Context: an optimization exercise on an open-source flow, tuned for small area. The choices shown serve that exercise and are no tape-out recipe.
The RTL was checked by simulation tests, not by an equivalence proof against the original design.
The clock port is modelled as an ideal driver; clocking choices that lean on that would not hold on a real chip.
Power figures rest on the tool's default switching activity, not on a simulated workload.

==> module Top, before the edit <==
module Top(CLK, RST, BUTTON_U, BUTTON_L, BUTTON_R, BUTTON_D, RESET_10, RESET_205, an, sseg, dp, LED);
input CLK, RST, BUTTON_U, BUTTON_L, BUTTON_R, BUTTON_D, RESET_10, RESET_205;
output [3:0] an;
output [6:0] sseg;
output dp;
output reg LED;
localparam [3:0] J0 = 4'b0000, J1 = 4'b0001, J2 = 4'b0011, J5 = 4'b1000, J9 = 4'b1100;
function [2:0] li; input [2:0] l; li = {l[1:0], ~(l[2] | l[1])}; endfunction     
function [2:0] ld; input [2:0] l; ld = {~(l[0] | l[1]), l[2:1]}; endfunction     
function wu; input [3:0] x; wu = x[2] & ~x[1]; endfunction                      
function wd; input [3:0] x; wd = ~x[2] & ~x[0]; endfunction                     
function [3:0] dm; input [3:0] x; dm = {x[3] ^ wd(x), ld(x[2:0])}; endfunction              
function [3:0] p1; input [3:0] x; p1 = {x[3] ^ wu(x), li(x[2:0])}; endfunction              
function [3:0] p2; input [3:0] x; p2 = {x[3] ^ x[2], li(li(x[2:0]))}; endfunction           
function [3:0] p5; input [3:0] x; p5 = {~x[3], x[2:0]}; endfunction                         
function [3:0] p6; input [3:0] x; p6 = {~(x[3] ^ wu(x)), li(x[2:0])}; endfunction           
function [3:0] p8; input [3:0] x; p8 = {x[3] ^ (~x[2] & ~x[1]), ld(ld(x[2:0]))}; endfunction  
function isz; input [3:0] x; isz = ~x[3] & wd(x); endfunction
function is9; input [3:0] x; is9 = x[3] & wu(x); endfunction
function ge2; input [3:0] x; ge2 = x[3] | x[2] | x[1]; endfunction
function ge4; input [3:0] x; ge4 = x[3] | wu(x); endfunction
function ge8; input [3:0] x; ge8 = x[3] & x[2]; endfunction
function lt2; input [3:0] x; lt2 = ~x[3] & ~x[2] & ~x[1]; endfunction
function [6:0] seg; input [3:0] x;
    begin
        seg[0] = (~x[1] & ~x[2] & ~x[3]) | (x[1] & ~x[2] & x[3]);
        seg[1] = (x[0] & ~x[3]) | (x[1] & ~x[3]) | (x[1] & ~x[2]);
        seg[2] = (x[0] & ~x[1] & ~x[3]) | (x[2] & ~x[3]) | (~x[0] & ~x[1] & x[3]) | (x[1] & ~x[2] & x[3]);
        seg[3] = (x[0] & ~x[1] & ~x[3]) | (~x[1] & x[2] & ~x[3]) | (x[1] & ~x[2] & x[3]);
        seg[4] = (x[1] & ~x[2] & ~x[3]);
        seg[5] = (~x[1] & ~x[2] & x[3]);
        seg[6] = (x[0] & ~x[1] & ~x[3]) | (~x[1] & x[2] & ~x[3]);
    end
endfunction
reg [4:0] u;    
reg [4:0] v;    
wire vfb  = (~v[2] & ~v[3] & ~v[4]) | (v[0] & v[1] & ~v[3] & ~v[4]) | (v[3] & v[4]) | (~v[0] & ~v[1] & v[4]);
wire v5   = v[0] & ~v[1] & (~v[2] | v[4]);         
wire v0   = ~v[1] & ~v[2] & ~v[3] & ~v[4];         
wire v1   = v[0] & v[1] & ~v[2] & ~v[4];           
wire samp = u[0] & v5;
wire tick = (u[2:0] == 3'd1) & v1;
wire madv = (u[1:0] == 2'd2) & v0;
reg [3:0] f1;               
reg [2:0] pend, sel;
wire [3:0] r = {BUTTON_U, BUTTON_L, BUTTON_R, BUTTON_D} & ~f1;
wire pu = sel[2];
wire pl = sel[1] & ~sel[0];
wire pr = ~sel[1] & sel[0];
wire pd = sel[1] & sel[0];
reg [3:0] d0, d1, d2, d3;
reg [1:0] m;
wire z0 = isz(d0), z1 = isz(d1), z2 = isz(d2), z3 = isz(d3);
wire zero = z0 & z1 & z2 & z3;
wire c1 = pu & is9(d1) | pl & ge2(d1) | pd & d1[3];
wire h1 = pu & c1 | pl & ~c1;
wire h2 = pl & c1 | pr;
wire h5 = pd & ~c1;
wire h6 = pd & c1;
wire c2 = h1 & is9(d2) | h2 & ge8(d2) | h5 & d2[3] | h6 & ge4(d2);
wire sat = c2 & is9(d3);
wire ld10 = ~tick & RESET_10;                 
wire ld205 = ~tick & ~RESET_10 & RESET_205;   
wire dec0 = tick & ~RESET_10 & ~RESET_205 & ~zero;
wire dec1 = dec0 & z0, dec2 = dec1 & z1, dec3 = dec2 & z2;
wire nold = ~RST & ~ld10 & ~ld205;             
wire s9 = nold & sat;                           
wire add = nold & ~sat;                         
wire k0 = nold & ~sat & ~dec0;
wire e0 = ~RST & dec0;
wire k1 = nold & ~sat & ~dec1 & ~pu & ~pl & ~pd;
wire e1 = ~RST & dec1;
wire u1 = add & pu, l1 = add & pl, q1 = add & pd;
wire k2 = nold & ~sat & ~dec2 & ~h1 & ~h2 & ~h5 & ~h6;
wire e2 = ~RST & dec2;
wire g1 = add & h1, g2 = add & h2, g5 = add & h5, g6 = add & h6;
wire k3 = nold & ~sat & ~dec3 & ~c2;
wire e3 = ~RST & dec3;
wire g3 = add & c2;
wire r10 = ~RST & ld10, r205 = ~RST & ld205;
always @(posedge CLK) begin
    if (RST) begin
        u <= 5'd4; v <= 5'd1; f1 <= 0; pend <= 0; sel <= 0; LED <= 0; m <= 0;
    end else begin
        u <= u + 1'b1;
        v <= {v[3:0], vfb};
        if (samp) begin
            f1 <= {BUTTON_U, BUTTON_L, BUTTON_R, BUTTON_D};
            pend <= {r[3], ~r[3] & (r[2] | ~r[1] & r[0]), ~r[3] & ~r[2] & (r[1] | r[0])};
        end
        sel <= samp ? pend : 3'b000;
        if (madv) m <= m + 1'b1;
        if (RESET_10 | RESET_205) LED <= 1;
    end
    d0 <= {4{k0}} & d0 | {4{e0}} & dm(d0) | {4{r205}} & J5 | {4{s9}} & J9;
    d1 <= {4{k1}} & d1 | {4{e1}} & dm(d1) | {4{u1}} & p1(d1) | {4{l1}} & p8(d1) | {4{q1}} & p5(d1) | {4{r10}} & J1 | {4{s9}} & J9;
    d2 <= {4{k2}} & d2 | {4{e2}} & dm(d2) | {4{g1}} & p1(d2) | {4{g2}} & p2(d2) | {4{g5}} & p5(d2) | {4{g6}} & p6(d2) | {4{r205}} & J2 | {4{s9}} & J9;
    d3 <= {4{k3}} & d3 | {4{e3}} & dm(d3) | {4{g3}} & p1(d3) | {4{s9}} & J9;
end
wire lt200 = z3 & lt2(d2);
wire blank = zero ? m[0] : (lt200 & m[1]);
wire [1:0] k = u[4:3];
reg [3:0] dig;
always @(*) begin
    case (k)
        2'd0: dig = d0;
        2'd1: dig = d1;
        2'd2: dig = d2;
        default: dig = d3;
    endcase
end
assign sseg = blank ? 7'b1111111 : seg(dig);
assign an = ~(4'b0001 << k);
assign dp = 1'b1;
endmodule
export LEC_CHECK = 0
export ABC_AREA = 1
export CAP_MARGIN = 20
export CORE_AREA = 2.3 2.72 59.34 58.48
export DIE_AREA = 0 0 61.5 61.5
export PLACE_DENSITY = 0.8
export SLEW_MARGIN = 20
create_clock -name core_clock -period 15.0 [get_ports {CLK}]
standard.sh (not shown) runs the stock make flow with config.mk's settings and CLKGATE_MAP_FILE= SYNTH_SCRIPT=/design/flow/synth_recipe.tcl, a recipe that flattens the netlist after the stock synthesis.
==> flow/flow/run.sh <==
#!/bin/bash
# Own layout flow: the standard flow (standard.sh) with these changes:
#  - synthesis is synth_recipe.tcl with Yosys's extract_fa pass skipped and ABC mapping with the
#    script flow/abc_area.script (two rounds of ABC's &deepsyn AIG optimisation for a fixed time,
#    each followed by area-oriented mapping with &nf); registers and their names are unchanged;
#  - the port buffers are sky130_fd_sc_hd__buf_1 cells;
#  - CTS without dummy loads, then flow/post_cts.tcl downsizes clock buffers while the
#    estimated clock slew at the flip-flops stays small.
# Logs: make's output in flow_standard.log, each ORFS step's in orfs/logs/.
set -euo pipefail
W=$(pwd)
{
  head -n 1 synth_recipe.tcl
  echo 'proc extract_fa {args} {}'
  echo "proc abc {args} { set i [lsearch -exact \$args -script]; if {\$i >= 0} { lset args [expr {\$i + 1}] $W/flow/abc_area.script }; yosys abc {*}\$args }"
  tail -n +2 synth_recipe.tcl
} > flow_synth.tcl
sed "s#$W/synth_recipe.tcl#$W/flow_synth.tcl#g" standard.sh > flow_standard.sh
grep -q flow_synth.tcl flow_standard.sh
export BUFFER_PORTS_ARGS="-buffer_cell sky130_fd_sc_hd__buf_1"
export CTS_ARGS="-sink_clustering_enable -repair_clock_nets -sink_clustering_size 50 -sink_clustering_max_diameter 500 -buf_list sky130_fd_sc_hd__clkbuf_8 -dont_use_dummy_load"
export POST_CTS_TCL=$W/flow/post_cts.tcl
bash flow_standard.sh > flow_standard.log 2>&1
Other scripts of this flow, unchanged in this note and not shown: flow/flow/abc_area.script, flow/flow/post_cts.tcl
Edit:
--- a/flow/design.v
+++ b/flow/design.v
@@ -32,25 +32,28 @@
         seg[5] = (~x[1] & ~x[2] & x[3]);
         seg[6] = (x[0] & ~x[1] & ~x[3]) | (~x[1] & x[2] & ~x[3]);
     end
 endfunction
-reg [4:0] u;    
-reg [4:0] v;    
+localparam [4:0] M_u = 5'b01000, M_v = 5'b01000;
+localparam [2:0] M_sel = 3'b100;
+localparam [3:0] M_d0 = 4'b1000;
+reg [4:0] u_s; wire [4:0] u = u_s ^ M_u;    
+reg [4:0] v_s; wire [4:0] v = v_s ^ M_v;    
 wire vfb  = (~v[2] & ~v[3] & ~v[4]) | (v[0] & v[1] & ~v[3] & ~v[4]) | (v[3] & v[4]) | (~v[0] & ~v[1] & v[4]);
 wire v5   = v[0] & ~v[1] & (~v[2] | v[4]);         
 wire v0   = ~v[1] & ~v[2] & ~v[3] & ~v[4];         
 wire v1   = v[0] & v[1] & ~v[2] & ~v[4];           
 wire samp = u[0] & v5;
 wire tick = (u[2:0] == 3'd1) & v1;
 wire madv = (u[1:0] == 2'd2) & v0;
 reg [3:0] f1;               
-reg [2:0] pend, sel;
+reg [2:0] pend, sel_s; wire [2:0] sel = sel_s ^ M_sel;
 wire [3:0] r = {BUTTON_U, BUTTON_L, BUTTON_R, BUTTON_D} & ~f1;
 wire pu = sel[2];
 wire pl = sel[1] & ~sel[0];
 wire pr = ~sel[1] & sel[0];
 wire pd = sel[1] & sel[0];
-reg [3:0] d0, d1, d2, d3;
+reg [3:0] d0_s, d1, d2, d3; wire [3:0] d0 = d0_s ^ M_d0;
 reg [1:0] m;
 wire z0 = isz(d0), z1 = isz(d1), z2 = isz(d2), z3 = isz(d3);
 wire zero = z0 & z1 & z2 & z3;
 wire c1 = pu & is9(d1) | pl & ge2(d1) | pd & d1[3];
@@ -80,21 +83,21 @@
 wire g3 = add & c2;
 wire r10 = ~RST & ld10, r205 = ~RST & ld205;
 always @(posedge CLK) begin
     if (RST) begin
-        u <= 5'd4; v <= 5'd1; f1 <= 0; pend <= 0; sel <= 0; LED <= 0; m <= 0;
+        u_s <= (5'd4) ^ M_u; v_s <= (5'd1) ^ M_v; f1 <= 0; pend <= 0; sel_s <= (0) ^ M_sel; LED <= 0; m <= 0;
     end else begin
-        u <= u + 1'b1;
-        v <= {v[3:0], vfb};
+        u_s <= (u + 1'b1) ^ M_u;
+        v_s <= ({v[3:0], vfb}) ^ M_v;
         if (samp) begin
             f1 <= {BUTTON_U, BUTTON_L, BUTTON_R, BUTTON_D};
             pend <= {r[3], ~r[3] & (r[2] | ~r[1] & r[0]), ~r[3] & ~r[2] & (r[1] | r[0])};
         end
-        sel <= samp ? pend : 3'b000;
+        sel_s <= (samp ? pend : 3'b000) ^ M_sel;
         if (madv) m <= m + 1'b1;
         if (RESET_10 | RESET_205) LED <= 1;
     end
-    d0 <= {4{k0}} & d0 | {4{e0}} & dm(d0) | {4{r205}} & J5 | {4{s9}} & J9;
+    d0_s <= ({4{k0}} & d0 | {4{e0}} & dm(d0) | {4{r205}} & J5 | {4{s9}} & J9) ^ M_d0;
     d1 <= {4{k1}} & d1 | {4{e1}} & dm(d1) | {4{u1}} & p1(d1) | {4{l1}} & p8(d1) | {4{q1}} & p5(d1) | {4{r10}} & J1 | {4{s9}} & J9;
     d2 <= {4{k2}} & d2 | {4{e2}} & dm(d2) | {4{g1}} & p1(d2) | {4{g2}} & p2(d2) | {4{g5}} & p5(d2) | {4{g6}} & p6(d2) | {4{r205}} & J2 | {4{s9}} & J9;
     d3 <= {4{k3}} & d3 | {4{e3}} & dm(d3) | {4{g3}} & p1(d3) | {4{s9}} & J9;
 end
=>
- The changed run completed with no timing, DRC or antenna violations
- utilization came out higher by 0.97 points
- count of clock-buffer cells in the layout does not change
- worst setup slack got worse by 0.052 ns
- final area goes up by 1.4%
- flip-flop and latch count is unchanged
- synthesized cell count went up by 2.5%
- first-iteration DRC count drops by 33%
- total power hardly moves
- routed wire length goes up by 1.4%
- combinational power is lower by about 3%
- hold slack is worse by 0.052 ns
- sequential share of layout area went down by 0.53 points
- sequential power hardly moves

## what the ideal ports hide
Ports are ideal in the flow. The routed layouts listed here were re-timed in OpenROAD.
Step 1, drivers: a clkbuf_16 drives CLK and a buf_2 each remaining input, both assumed.
Step 2 moves the port delays by t, midway between the first and last clock arrival at a register: inputs arrive t later, outputs are due t later. That takes back most of the time a late clock gives input paths.
Three values: ideal, step 1, step 2; two values: the first two.
run | shift t [ns] | setup slack, ns | worst setup path at the end | worst register clock-pin slew, ns
the first run | 0.496 | 9.314 / 9.294 / 9.790 | register to output | 0.09 / 0.09
the second run | 0.531 | 9.262 / 9.238 / 9.761 | input to register | 0.08 / 0.08
After both steps setup and hold are still met in every run listed.
